This is an optimization exercise on Yosys and OpenROAD, whose aim is a short achievable clock period and few clock cycles, not a production implementation. RTL that was checked went through simulation tests only; none was proved equivalent to the original. Power is estimated from default activity; no workload was simulated.

==> module Riscv, before the edit <==
module Riscv(
    input clk,
    input rst_n,
    output [31:0] i_addr,
    input [31:0] i_data,
    output [31:0] d_addr,
    output [31:0] d_wdata,
    output d_we,
    input [31:0] d_rdata
);
wire x_hold;
wire redirect;
wire [31:0] br_target;
reg [31:0] pc;
assign i_addr = pc;
reg [1:0] bht [0:15];
wire f_pred;
wire [31:0] pc_next;
wire [31:0] pc_other = redirect ? br_target : x_hold ? pc : pc + 32'd4;
wire [24:0] pc_hi_m1 = pc[31:7] - 25'd1;
wire [24:0] pc_hi_p1 = pc[31:7] + 25'd1;
wire [1:0] f_ctr = bht[pc[5:2]];
wire xr_ok;
wire xr_zero, xr_neg;
PCSEL PCSEL0(
    .ins(i_data),
    .pc(pc),
    .pc_hi_m1(pc_hi_m1),
    .pc_hi_p1(pc_hi_p1),
    .fwd_taken(f_ctr[1]),
    .xr_ok(xr_ok),
    .xr_rd(d_rd),
    .xr_zero(xr_zero),
    .xr_neg(xr_neg),
    .en(~redirect && ~x_hold),
    .other(pc_other),
    .pred(f_pred),
    .pc_next(pc_next)
);
always @(posedge clk or negedge rst_n) begin
    if (~rst_n)
        pc <= 32'd0;
    else
        pc <= pc_next;
end
reg x_valid;
reg x_pred;
reg [31:0] x_ins;
reg [31:0] x_pc;
always @(posedge clk or negedge rst_n) begin
    if (~rst_n)
        x_valid <= 1'b0;
    else if (redirect)
        x_valid <= 1'b0;
    else if (~x_hold)
        x_valid <= 1'b1;
end
always @(posedge clk) begin
    if (~x_hold) begin
        x_ins <= i_data;
        x_pc <= pc;
        x_pred <= f_pred;
    end
end
wire [3:0] d_alu_op;
wire d_use_imm, d_reg_write, d_mem_read, d_mem_write, d_branch, d_use_rs1, d_use_rs2;
wire [2:0] d_funct3;
wire [4:0] d_rs1, d_rs2, d_rd;
wire [31:0] d_imm;
ID ID0(
    .instruction(x_ins),
    .alu_op(d_alu_op),
    .use_imm(d_use_imm),
    .reg_write(d_reg_write),
    .mem_read(d_mem_read),
    .mem_write(d_mem_write),
    .branch(d_branch),
    .use_rs1(d_use_rs1),
    .use_rs2(d_use_rs2),
    .funct3(d_funct3),
    .rs1(d_rs1),
    .rs2(d_rs2),
    .rd(d_rd),
    .imm(d_imm)
);
wire d_is_div = (d_alu_op == 4'd9);
reg m_ld, m_wen;
reg [4:0] m_rd;
reg [31:0] m_addr;
reg w_we;
reg [4:0] w_rd;
reg [31:0] w_data;
wire [31:0] rf_rs1, rf_rs2;
Regfile Regfile0(
    .clk(clk),
    .reg_write(w_we),
    .write_reg_addr(w_rd),
    .write_reg_data(w_data),
    .read_reg0_addr(d_rs1),
    .read_reg1_addr(d_rs2),
    .read_reg0_data(rf_rs1),
    .read_reg1_data(rf_rs2)
);
wire fwd_m1 = m_wen && ~m_ld && m_rd == d_rs1;
wire fwd_m2 = m_wen && ~m_ld && m_rd == d_rs2;
wire fwd_w1 = w_we && w_rd == d_rs1;
wire fwd_w2 = w_we && w_rd == d_rs2;
wire [31:0] rs1_val = fwd_m1 ? m_addr : fwd_w1 ? w_data : rf_rs1;
wire [31:0] rs2_val = fwd_m2 ? m_addr : fwd_w2 ? w_data : rf_rs2;
wire load_use = m_ld && ((d_use_rs1 && d_rs1 == m_rd) || (d_use_rs2 && d_rs2 == m_rd));
wire div_req = x_valid && d_is_div && ~load_use;
wire div_done;
wire [31:0] div_q;
assign x_hold = x_valid && (load_use || (d_is_div && ~div_done));
wire x_go = x_valid && ~x_hold;
wire [31:0] alu_b = d_use_imm ? d_imm : rs2_val;
wire [31:0] alu_res;
wire cond;
EX EX0(
    .alu_op(d_alu_op),
    .a(rs1_val),
    .b(alu_b),
    .funct3(d_funct3),
    .result(alu_res),
    .taken(cond)
);
DIV DIV0(
    .clk(clk),
    .rst_n(rst_n),
    .req(div_req),
    .a(rs1_val),
    .b(rs2_val),
    .done(div_done),
    .q(div_q)
);
wire [31:0] x_res = d_is_div ? div_q : alu_res;
assign xr_ok = x_valid && d_reg_write && ~d_mem_read && d_rd != 5'd0;
assign xr_zero = (x_res == 32'd0);
assign xr_neg = x_res[31];
wire taken = d_branch && cond;
assign redirect = x_go && (taken != x_pred);
assign br_target = x_pred ? x_pc + 32'd4 : x_pc + d_imm;
wire bht_upd = x_go && d_branch && ~d_imm[31];
wire [1:0] bht_old = bht[x_pc[5:2]];
wire [1:0] bht_new = taken ? ((bht_old == 2'd3) ? 2'd3 : bht_old + 2'd1)
                           : ((bht_old == 2'd0) ? 2'd0 : bht_old - 2'd1);
genvar gi;
generate
    for (gi = 0; gi < 16; gi = gi + 1) begin : g_bht
        always @(posedge clk or negedge rst_n) begin
            if (~rst_n)
                bht[gi] <= 2'd1;
            else if (bht_upd && x_pc[5:2] == gi)
                bht[gi] <= bht_new;
        end
    end
endgenerate
reg m_we;
reg [31:0] m_wdata;
assign d_addr = m_addr;
assign d_wdata = m_wdata;
assign d_we = m_we;
always @(posedge clk or negedge rst_n) begin
    if (~rst_n) begin
        m_we <= 1'b0;
        m_ld <= 1'b0;
        m_wen <= 1'b0;
    end else begin
        m_we <= x_go && d_mem_write;
        m_ld <= x_go && d_mem_read && d_rd != 5'd0;
        m_wen <= x_go && d_reg_write && d_rd != 5'd0;
    end
end
always @(posedge clk) begin
    m_rd <= d_rd;
    m_addr <= (d_mem_read || d_mem_write) ? rs1_val + d_imm :
              x_res;
    m_wdata <= rs2_val;
end
always @(posedge clk or negedge rst_n) begin
    if (~rst_n)
        w_we <= 1'b0;
    else
        w_we <= m_wen;
end
always @(posedge clk) begin
    w_rd <= m_rd;
    w_data <= m_ld ? d_rdata : m_addr;
end
endmodule
clock: 75.0 ns
lec_check: 0
cap_margin: 20
core_margin: 2
core_utilization: 30
place_density: 0.5
slew_margin: 20
synth_hierarchical: 1
synth_minimum_keep_size: 0
standard.sh (not shown) runs the stock make flow with config.mk's settings and CLKGATE_MAP_FILE= SYNTH_SCRIPT=/design/flow/synth_recipe.tcl, a recipe that flattens the netlist after the stock synthesis.
==> flow/flow/run.sh <==
#!/bin/bash
# The standard layout, with three changes to how it is made (same clock
# period and constraints):
#  - the timing repair steps aim for a setup slack of MARGIN ns instead of 0;
#  - the port buffers are a stronger buffer cell;
#  - after placement, each flip-flop that drives an output port's buffer is
#    moved next to that buffer and the placement legalized again.
set -euo pipefail
MARGIN=$(cat flow/margin.txt)
KNOBS=("SETUP_SLACK_MARGIN=$MARGIN" "BUFFER_PORTS_ARGS=-buffer_cell sky130_fd_sc_hd__buf_4")
bash standard.sh "${KNOBS[@]}" place > flow_standard_place.log 2>&1
RES=orfs/results/$FLOW_PLATFORM/Riscv/base
cat > move_out_flops_run.tcl <<EOT
read_db $RES/3_place.odb
source flow/move_out_flops.tcl
detailed_placement
check_placement
write_db $RES/3_place.odb
EOT
openroad -no_init -exit move_out_flops_run.tcl > move_out_flops.log 2>&1
bash standard.sh "${KNOBS[@]}" finish > flow_standard.log 2>&1
==> flow/flow/margin.txt <==
59
==> flow/flow/move_out_flops.tcl <==
# Moves each flip-flop that drives an output port's buffer next to that
# buffer, then legalizes the placement.
set block [ord::get_db_block]
set moved 0
foreach bt [$block getBTerms] {
  if {[$bt getIoType] != "OUTPUT"} { continue }
  set net [$bt getNet]
  foreach it [$net getITerms] {
    if {![$it isOutputSignal]} { continue }
    set buf [$it getInst]
    foreach bin [$buf getITerms] {
      if {![$bin isInputSignal]} { continue }
      set n2 [$bin getNet]
      if {$n2 == "NULL"} { continue }
      foreach it2 [$n2 getITerms] {
        if {![$it2 isOutputSignal]} { continue }
        set ff [$it2 getInst]
        if {![string match "*df*" [[$ff getMaster] getName]]} { continue }
        set loc [$buf getLocation]
        $ff setLocation [lindex $loc 0] [lindex $loc 1]
        $ff setPlacementStatus PLACED
        incr moved
      }
    }
  }
}
puts "moved $moved output flip-flops"
Testbench counts at the start, summed over its fixed seeds: cycles 25,024.
Next try:
--- a/flow/design.v
+++ b/flow/design.v
@@ -339,11 +339,11 @@
     .imm(d_imm)
 );
 wire d_is_div = (d_alu_op == 4'd9);
 reg m_ld, m_wen;
 reg [4:0] m_rd;
-reg [31:0] m_addr;
+reg [31:0] m_addr, m_res;
 reg w_we;
 reg [4:0] w_rd;
 reg [31:0] w_data;
 wire [31:0] rf_rs1, rf_rs2;
 Regfile Regfile0(
@@ -358,12 +358,12 @@
 );
 wire fwd_m1 = m_wen && ~m_ld && m_rd == d_rs1;
 wire fwd_m2 = m_wen && ~m_ld && m_rd == d_rs2;
 wire fwd_w1 = w_we && w_rd == d_rs1;
 wire fwd_w2 = w_we && w_rd == d_rs2;
-wire [31:0] rs1_val = fwd_m1 ? m_addr : fwd_w1 ? w_data : rf_rs1;
-wire [31:0] rs2_val = fwd_m2 ? m_addr : fwd_w2 ? w_data : rf_rs2;
+wire [31:0] rs1_val = fwd_m1 ? m_res : fwd_w1 ? w_data : rf_rs1;
+wire [31:0] rs2_val = fwd_m2 ? m_res : fwd_w2 ? w_data : rf_rs2;
 wire load_use = m_ld && ((d_use_rs1 && d_rs1 == m_rd) || (d_use_rs2 && d_rs2 == m_rd));
 wire div_req = x_valid && d_is_div && ~load_use;
 wire div_done;
 wire [31:0] div_q;
 assign x_hold = x_valid && (load_use || (d_is_div && ~div_done));
@@ -426,20 +426,20 @@
         m_wen <= x_go && d_reg_write && d_rd != 5'd0;
     end
 end
 always @(posedge clk) begin
     m_rd <= d_rd;
-    m_addr <= (d_mem_read || d_mem_write) ? rs1_val + d_imm :
-              x_res;
+    m_addr <= rs1_val + d_imm;
+    m_res <= x_res;
     m_wdata <= rs2_val;
 end
 always @(posedge clk or negedge rst_n) begin
     if (~rst_n)
         w_we <= 1'b0;
     else
         w_we <= m_wen;
 end
 always @(posedge clk) begin
     w_rd <= m_rd;
-    w_data <= m_ld ? d_rdata : m_addr;
+    w_data <= m_ld ? d_rdata : m_res;
 end
 endmodule
Hold slack gains 0.034 ns.
Critical path depth fell by 1.
Core utilization falls by 0.28 points.
Via count goes down slightly.
Synthesized cell count decreases slightly.
Sequential cell count rises by 32.
Testbench counts after the change, summed over its fixed seeds: cycles 25,024.


== the baseline ==
The RTL this note starts from:
==> flow/design.v <==
module Regfile(
    input clk,
    input reg_write,
    input [4:0] write_reg_addr,
    input [31:0] write_reg_data,
    input [4:0] read_reg0_addr,
    input [4:0] read_reg1_addr,
    output [31:0] read_reg0_data,
    output [31:0] read_reg1_data
);
reg [31:0] reg_mem [1:31];
always @(posedge clk) begin
    if (reg_write && write_reg_addr != 5'd0)
        reg_mem[write_reg_addr] <= write_reg_data;
end
assign read_reg0_data = (read_reg0_addr == 5'd0) ? 32'd0 : reg_mem[read_reg0_addr];
assign read_reg1_data = (read_reg1_addr == 5'd0) ? 32'd0 : reg_mem[read_reg1_addr];
endmodule
module ID(
    input [31:0] instruction,
    output reg [3:0] alu_op,
    output reg use_imm,
    output reg reg_write,
    output reg mem_read,
    output reg mem_write,
    output reg branch,
    output reg use_rs1,
    output reg use_rs2,
    output [2:0] funct3,
    output [4:0] rs1,
    output [4:0] rs2,
    output [4:0] rd,
    output reg [31:0] imm
);
wire [6:0] opcode = instruction[6:0];
wire [6:0] funct7 = instruction[31:25];
assign funct3 = instruction[14:12];
assign rs1 = instruction[19:15];
assign rs2 = instruction[24:20];
assign rd  = instruction[11:7];
always @(*) begin
    alu_op = 4'd0;
    use_imm = 1'b0;
    reg_write = 1'b0;
    mem_read = 1'b0;
    mem_write = 1'b0;
    branch = 1'b0;
    use_rs1 = 1'b0;
    use_rs2 = 1'b0;
    imm = 32'd0;
    case (opcode)
        7'b0110011: begin  
            use_rs1 = 1'b1;
            use_rs2 = 1'b1;
            if (funct7 == 7'b0000000) begin
                reg_write = 1'b1;
                case (funct3)
                    3'b000: alu_op = 4'd0;
                    3'b001: alu_op = 4'd2;
                    3'b100: alu_op = 4'd5;
                    3'b101: alu_op = 4'd3;
                    3'b110: alu_op = 4'd6;
                    3'b111: alu_op = 4'd7;
                    default: reg_write = 1'b0;
                endcase
            end else if (funct7 == 7'b0100000) begin
                reg_write = 1'b1;
                case (funct3)
                    3'b000: alu_op = 4'd1;
                    3'b101: alu_op = 4'd4;
                    default: reg_write = 1'b0;
                endcase
            end else if (funct7 == 7'b0000001) begin
                reg_write = 1'b1;
                case (funct3)
                    3'b000: alu_op = 4'd8;
                    3'b101: alu_op = 4'd9;
                    default: reg_write = 1'b0;
                endcase
            end
        end
        7'b0010011: begin  
            if (funct3 == 3'b000) begin
                use_rs1 = 1'b1;
                use_imm = 1'b1;
                reg_write = 1'b1;
                imm = {{20{instruction[31]}}, instruction[31:20]};
            end
        end
        7'b0000011: begin  
            if (funct3 == 3'b010) begin
                use_rs1 = 1'b1;
                use_imm = 1'b1;
                reg_write = 1'b1;
                mem_read = 1'b1;
                imm = {{20{instruction[31]}}, instruction[31:20]};
            end
        end
        7'b0100011: begin  
            if (funct3 == 3'b010) begin
                use_rs1 = 1'b1;
                use_rs2 = 1'b1;
                use_imm = 1'b1;
                mem_write = 1'b1;
                imm = {{20{instruction[31]}}, instruction[31:25], instruction[11:7]};
            end
        end
        7'b1100011: begin  
            if (funct3 == 3'b000 || funct3 == 3'b001 || funct3 == 3'b100 || funct3 == 3'b101) begin
                use_rs1 = 1'b1;
                use_rs2 = 1'b1;
                alu_op = 4'd1;
                branch = 1'b1;
                imm = {{20{instruction[31]}}, instruction[7], instruction[30:25], instruction[11:8], 1'b0};
            end
        end
        default: ;
    endcase
end
endmodule
module PCSEL(
    input [31:0] ins,
    input [31:0] pc,
    input [24:0] pc_hi_m1,
    input en,
    input [31:0] other,
    output pred,
    output [31:0] pc_next
);
wire [12:0] off = {ins[31], ins[7], ins[30:25], ins[11:8], 1'b0};
assign pred = (ins[6:0] == 7'b1100011) && ~ins[13] && (&off[12:7]);
wire [7:0] lo = {1'b0, pc[6:0]} + {1'b0, off[6:0]};
wire sel = pred && en;
assign pc_next[6:0] = sel ? lo[6:0] : other[6:0];
assign pc_next[31:7] = sel ? (lo[7] ? pc[31:7] : pc_hi_m1) : other[31:7];
endmodule
module EX(
    input [3:0] alu_op,
    input [31:0] a,
    input [31:0] b,
    input [2:0] funct3,
    output reg [31:0] result,
    output reg taken
);
always @(*) begin
    case (alu_op)
        4'd0: result = a + b;
        4'd1: result = a - b;
        4'd2: result = a << b[4:0];
        4'd3: result = a >> b[4:0];
        4'd4: result = $signed(a) >>> b[4:0];
        4'd5: result = a ^ b;
        4'd6: result = a | b;
        4'd7: result = a & b;
        4'd8: result = a * b;
        default: result = 32'd0;
    endcase
end
always @(*) begin
    case (funct3)
        3'b000: taken = (a == b);
        3'b001: taken = (a != b);
        3'b100: taken = ($signed(a) < $signed(b));
        3'b101: taken = ($signed(a) >= $signed(b));
        default: taken = 1'b0;
    endcase
end
endmodule
module DIV(
    input clk,
    input rst_n,
    input req,
    input [31:0] a,
    input [31:0] b,
    output done,
    output [31:0] q
);
function [4:0] clz32;
    input [31:0] v;
    integer i;
    begin
        clz32 = 5'd31;
        for (i = 0; i < 32; i = i + 1)
            if (v[i]) clz32 = 5'd31 - i[4:0];
    end
endfunction
reg busy;
reg [4:0] cnt;
reg [31:0] rem_r, quo_r, div_r;
wire dz = (b == 32'd0);
wire lt = (a < b);
wire [4:0] d = clz32(b) - clz32(a);      
wire [4:0] pairs = {1'b0, d[4:1]} + 5'd1;  
wire [5:0] nbits = {pairs, 1'b0};
wire [31:0] rem0 = (nbits == 6'd32) ? 32'd0 : (a >> nbits);
wire [31:0] quo0 = a << (6'd32 - nbits);
reg [31:0] rem_s, quo_s;
reg [32:0] diff;
integer k;
always @(*) begin
    rem_s = rem_r;
    quo_s = quo_r;
    for (k = 0; k < 2; k = k + 1) begin
        diff = {rem_s, quo_s[31]} - {1'b0, div_r};
        if (!diff[32]) begin
            rem_s = diff[31:0];
            quo_s = {quo_s[30:0], 1'b1};
        end else begin
            rem_s = {rem_s[30:0], quo_s[31]};
            quo_s = {quo_s[30:0], 1'b0};
        end
    end
end
wire first_done = dz || lt;
assign done = req && (busy ? (cnt == 5'd1) : first_done);
assign q = busy ? quo_s : (dz ? 32'hffffffff : 32'd0);
always @(posedge clk or negedge rst_n) begin
    if (~rst_n) begin
        busy <= 1'b0;
        cnt <= 5'd0;
    end else if (req) begin
        if (busy) begin
            cnt <= cnt - 5'd1;
            if (cnt == 5'd1) busy <= 1'b0;
        end else if (!first_done) begin
            busy <= 1'b1;
            cnt <= pairs;
        end
    end
end
always @(posedge clk) begin
    if (req) begin
        if (busy) begin
            rem_r <= rem_s;
            quo_r <= quo_s;
        end else begin
            rem_r <= rem0;
            quo_r <= quo0;
            div_r <= b;
        end
    end
end
endmodule
module Riscv(
    input clk,
    input rst_n,
    output [31:0] i_addr,
    input [31:0] i_data,
    output [31:0] d_addr,
    output [31:0] d_wdata,
    output d_we,
    input [31:0] d_rdata
);
wire x_hold;
wire redirect;
wire [31:0] br_target;
reg [31:0] pc;
assign i_addr = pc;
wire f_pred;
wire [31:0] pc_next;
wire [31:0] pc_other = redirect ? br_target : x_hold ? pc : pc + 32'd4;
wire [24:0] pc_hi_m1 = pc[31:7] - 25'd1;
PCSEL PCSEL0(
    .ins(i_data),
    .pc(pc),
    .pc_hi_m1(pc_hi_m1),
    .en(~redirect && ~x_hold),
    .other(pc_other),
    .pred(f_pred),
    .pc_next(pc_next)
);
always @(posedge clk or negedge rst_n) begin
    if (~rst_n)
        pc <= 32'd0;
    else
        pc <= pc_next;
end
reg x_valid;
reg x_pred;
reg [31:0] x_ins;
reg [31:0] x_pc;
always @(posedge clk or negedge rst_n) begin
    if (~rst_n)
        x_valid <= 1'b0;
    else if (redirect)
        x_valid <= 1'b0;
    else if (~x_hold)
        x_valid <= 1'b1;
end
always @(posedge clk) begin
    if (~x_hold) begin
        x_ins <= i_data;
        x_pc <= pc;
        x_pred <= f_pred;
    end
end
wire [3:0] d_alu_op;
wire d_use_imm, d_reg_write, d_mem_read, d_mem_write, d_branch, d_use_rs1, d_use_rs2;
wire [2:0] d_funct3;
wire [4:0] d_rs1, d_rs2, d_rd;
wire [31:0] d_imm;
ID ID0(
    .instruction(x_ins),
    .alu_op(d_alu_op),
    .use_imm(d_use_imm),
    .reg_write(d_reg_write),
    .mem_read(d_mem_read),
    .mem_write(d_mem_write),
    .branch(d_branch),
    .use_rs1(d_use_rs1),
    .use_rs2(d_use_rs2),
    .funct3(d_funct3),
    .rs1(d_rs1),
    .rs2(d_rs2),
    .rd(d_rd),
    .imm(d_imm)
);
wire d_is_div = (d_alu_op == 4'd9);
reg m_ld, m_wen;
reg [4:0] m_rd;
reg [31:0] m_addr;
reg w_we;
reg [4:0] w_rd;
reg [31:0] w_data;
wire [31:0] rf_rs1, rf_rs2;
Regfile Regfile0(
    .clk(clk),
    .reg_write(w_we),
    .write_reg_addr(w_rd),
    .write_reg_data(w_data),
    .read_reg0_addr(d_rs1),
    .read_reg1_addr(d_rs2),
    .read_reg0_data(rf_rs1),
    .read_reg1_data(rf_rs2)
);
wire fwd_m1 = m_wen && ~m_ld && m_rd == d_rs1;
wire fwd_m2 = m_wen && ~m_ld && m_rd == d_rs2;
wire fwd_w1 = w_we && w_rd == d_rs1;
wire fwd_w2 = w_we && w_rd == d_rs2;
wire [31:0] rs1_val = fwd_m1 ? m_addr : fwd_w1 ? w_data : rf_rs1;
wire [31:0] rs2_val = fwd_m2 ? m_addr : fwd_w2 ? w_data : rf_rs2;
wire load_use = m_ld && ((d_use_rs1 && d_rs1 == m_rd) || (d_use_rs2 && d_rs2 == m_rd));
wire div_req = x_valid && d_is_div && ~load_use;
wire div_done;
wire [31:0] div_q;
assign x_hold = x_valid && (load_use || (d_is_div && ~div_done));
wire x_go = x_valid && ~x_hold;
wire [31:0] alu_b = d_use_imm ? d_imm : rs2_val;
wire [31:0] alu_res;
wire cond;
EX EX0(
    .alu_op(d_alu_op),
    .a(rs1_val),
    .b(alu_b),
    .funct3(d_funct3),
    .result(alu_res),
    .taken(cond)
);
DIV DIV0(
    .clk(clk),
    .rst_n(rst_n),
    .req(div_req),
    .a(rs1_val),
    .b(rs2_val),
    .done(div_done),
    .q(div_q)
);
wire taken = d_branch && cond;
assign redirect = x_go && (taken != x_pred);
assign br_target = x_pred ? x_pc + 32'd4 : x_pc + d_imm;
reg m_we;
reg [31:0] m_wdata;
assign d_addr = m_addr;
assign d_wdata = m_wdata;
assign d_we = m_we;
always @(posedge clk or negedge rst_n) begin
    if (~rst_n) begin
        m_we <= 1'b0;
        m_ld <= 1'b0;
        m_wen <= 1'b0;
    end else begin
        m_we <= x_go && d_mem_write;
        m_ld <= x_go && d_mem_read && d_rd != 5'd0;
        m_wen <= x_go && d_reg_write && d_rd != 5'd0;
    end
end
always @(posedge clk) begin
    m_rd <= d_rd;
    m_addr <= (d_mem_read || d_mem_write) ? rs1_val + d_imm :
              d_is_div ? div_q : alu_res;
    m_wdata <= rs2_val;
end
always @(posedge clk or negedge rst_n) begin
    if (~rst_n)
        w_we <= 1'b0;
    else
        w_we <= m_wen;
end
always @(posedge clk) begin
    w_rd <= m_rd;
    w_data <= m_ld ? d_rdata : m_addr;
end
endmodule
Settings: LEC_CHECK=0, CAP_MARGIN=20, CORE_MARGIN=2, CORE_UTILIZATION=30, PLACE_DENSITY=0.5, SLEW_MARGIN=20, SYNTH_HIERARCHICAL=1, SYNTH_MINIMUM_KEEP_SIZE=0; clock period 75.0 ns.
==> flow/flow/run.sh <==
#!/bin/bash
# The standard layout, with two changes to how it is made (same clock
# period and constraints): the timing repair steps aim for a setup slack of
# MARGIN ns instead of 0, and the port buffers are a stronger buffer cell.
set -euo pipefail
MARGIN=$(cat flow/margin.txt)
bash standard.sh "SETUP_SLACK_MARGIN=$MARGIN" \
  "BUFFER_PORTS_ARGS=-buffer_cell sky130_fd_sc_hd__buf_4" finish > flow_standard.log 2>&1
Scripts as last shown in full above: flow/flow/margin.txt
Edits applied to the flow inputs when going from the baseline to the candidate:
--- a/flow/design.v
+++ b/flow/design.v
@@ -122,17 +122,29 @@
     input [31:0] ins,
     input [31:0] pc,
     input [24:0] pc_hi_m1,
+    input [24:0] pc_hi_p1,
+    input fwd_taken,
+    input xr_ok,
+    input [4:0] xr_rd,
+    input xr_zero,
+    input xr_neg,
     input en,
     input [31:0] other,
     output pred,
     output [31:0] pc_next
 );
 wire [12:0] off = {ins[31], ins[7], ins[30:25], ins[11:8], 1'b0};
-assign pred = (ins[6:0] == 7'b1100011) && ~ins[13] && (&off[12:7]);
+wire s = off[12];
+wire near = s ? (&off[11:7]) : ~(|off[11:7]);
+wire known = xr_ok && ins[24:20] == 5'd0 && ins[19:15] == xr_rd;
+wire outcome = ins[14] ? (xr_neg ^ ins[12]) : (xr_zero ^ ins[12]);
+wire dir = known ? outcome : (s || fwd_taken);
+assign pred = (ins[6:0] == 7'b1100011) && ~ins[13] && near && dir;
 wire [7:0] lo = {1'b0, pc[6:0]} + {1'b0, off[6:0]};
 wire sel = pred && en;
+wire [24:0] hi = lo[7] ? (s ? pc[31:7] : pc_hi_p1) : (s ? pc_hi_m1 : pc[31:7]);
 assign pc_next[6:0] = sel ? lo[6:0] : other[6:0];
-assign pc_next[31:7] = sel ? (lo[7] ? pc[31:7] : pc_hi_m1) : other[31:7];
+assign pc_next[31:7] = sel ? hi : other[31:7];
 endmodule
 module EX(
     input [3:0] alu_op,
@@ -256,14 +268,25 @@
 wire [31:0] br_target;
 reg [31:0] pc;
 assign i_addr = pc;
+reg [1:0] bht [0:15];
 wire f_pred;
 wire [31:0] pc_next;
 wire [31:0] pc_other = redirect ? br_target : x_hold ? pc : pc + 32'd4;
 wire [24:0] pc_hi_m1 = pc[31:7] - 25'd1;
+wire [24:0] pc_hi_p1 = pc[31:7] + 25'd1;
+wire [1:0] f_ctr = bht[pc[5:2]];
+wire xr_ok;
+wire xr_zero, xr_neg;
 PCSEL PCSEL0(
     .ins(i_data),
     .pc(pc),
     .pc_hi_m1(pc_hi_m1),
+    .pc_hi_p1(pc_hi_p1),
+    .fwd_taken(f_ctr[1]),
+    .xr_ok(xr_ok),
+    .xr_rd(d_rd),
+    .xr_zero(xr_zero),
+    .xr_neg(xr_neg),
     .en(~redirect && ~x_hold),
     .other(pc_other),
     .pred(f_pred),
@@ -365,9 +388,28 @@
     .done(div_done),
     .q(div_q)
 );
+wire [31:0] x_res = d_is_div ? div_q : alu_res;
+assign xr_ok = x_valid && d_reg_write && ~d_mem_read && d_rd != 5'd0;
+assign xr_zero = (x_res == 32'd0);
+assign xr_neg = x_res[31];
 wire taken = d_branch && cond;
 assign redirect = x_go && (taken != x_pred);
 assign br_target = x_pred ? x_pc + 32'd4 : x_pc + d_imm;
+wire bht_upd = x_go && d_branch && ~d_imm[31];
+wire [1:0] bht_old = bht[x_pc[5:2]];
+wire [1:0] bht_new = taken ? ((bht_old == 2'd3) ? 2'd3 : bht_old + 2'd1)
+                           : ((bht_old == 2'd0) ? 2'd0 : bht_old - 2'd1);
+genvar gi;
+generate
+    for (gi = 0; gi < 16; gi = gi + 1) begin : g_bht
+        always @(posedge clk or negedge rst_n) begin
+            if (~rst_n)
+                bht[gi] <= 2'd1;
+            else if (bht_upd && x_pc[5:2] == gi)
+                bht[gi] <= bht_new;
+        end
+    end
+endgenerate
 reg m_we;
 reg [31:0] m_wdata;
 assign d_addr = m_addr;
@@ -387,7 +429,7 @@
 always @(posedge clk) begin
     m_rd <= d_rd;
     m_addr <= (d_mem_read || d_mem_write) ? rs1_val + d_imm :
-              d_is_div ? div_q : alu_res;
+              x_res;
     m_wdata <= rs2_val;
 end
 always @(posedge clk or negedge rst_n) begin
Notes after the runs:
The candidate | status: complete | timing, DRC, antenna: pass
Compared with the baseline, in the candidate portion of the post-synthesis area used by sequential elements went down 0.55 points, clock buffer instance count of the final layout went up 12, worst slew margin relative to its limit went up 4.0 points.
The candidate vs. the baseline: global-route usage has decreased, post-synthesis mux area share up 0.25 points.
The baseline has lower overall power consumption than the candidate.
Cmp the candidate and the baseline / ratio of cells with drive above 1 in the final layout / lower: the baseline
Summary of the candidate over the baseline: sum of routed wire segments on met1 increased 3.7%, wire length went up, critical path depth now sits at about the same level, hold slack saw an increase.
Testbench counts of the candidate, summed over its fixed seeds: cycles 25,024.
Function not checked in the baseline: the RTL went through the layout flow alone.

-- re-timing with driven ports --
The flow's constraints put no driver on any port. The routed layouts listed below were extracted and timed again, unchanged, in two steps. Step 1, drivers: a clkbuf_16 drives clk and a buf_2 each remaining input, both assumed. Step 2 adds t to the input delays and takes it off the output delays; t is the mean of the earliest and latest rising clock arrival at the registers after step 1. Input paths then give back, and output paths get back, about the clock's delay inside the block. a / b / c = no drivers / after step 1 / after step 2; a / b = the first two.
run	t (ns)	setup slack, ns	worst slew at a driven data input, ns	cell pins on the clock port's net
the first run of note 1	0.940	58.513 / 58.415 / 57.909	0.23	1
the second run of note 1	0.972	58.548 / 58.455 / 57.914	0.16	1
the baseline	0.927	58.580 / 58.481 / 58.053	0.07	1
the candidate	0.958	58.451 / 58.350 / 58.042	0.23	1
After both steps setup and hold are still met in every run listed. The setup slack of the second run of note 1, which loses most, moves by -0.093 ns with the drivers and by -0.634 ns with both steps.
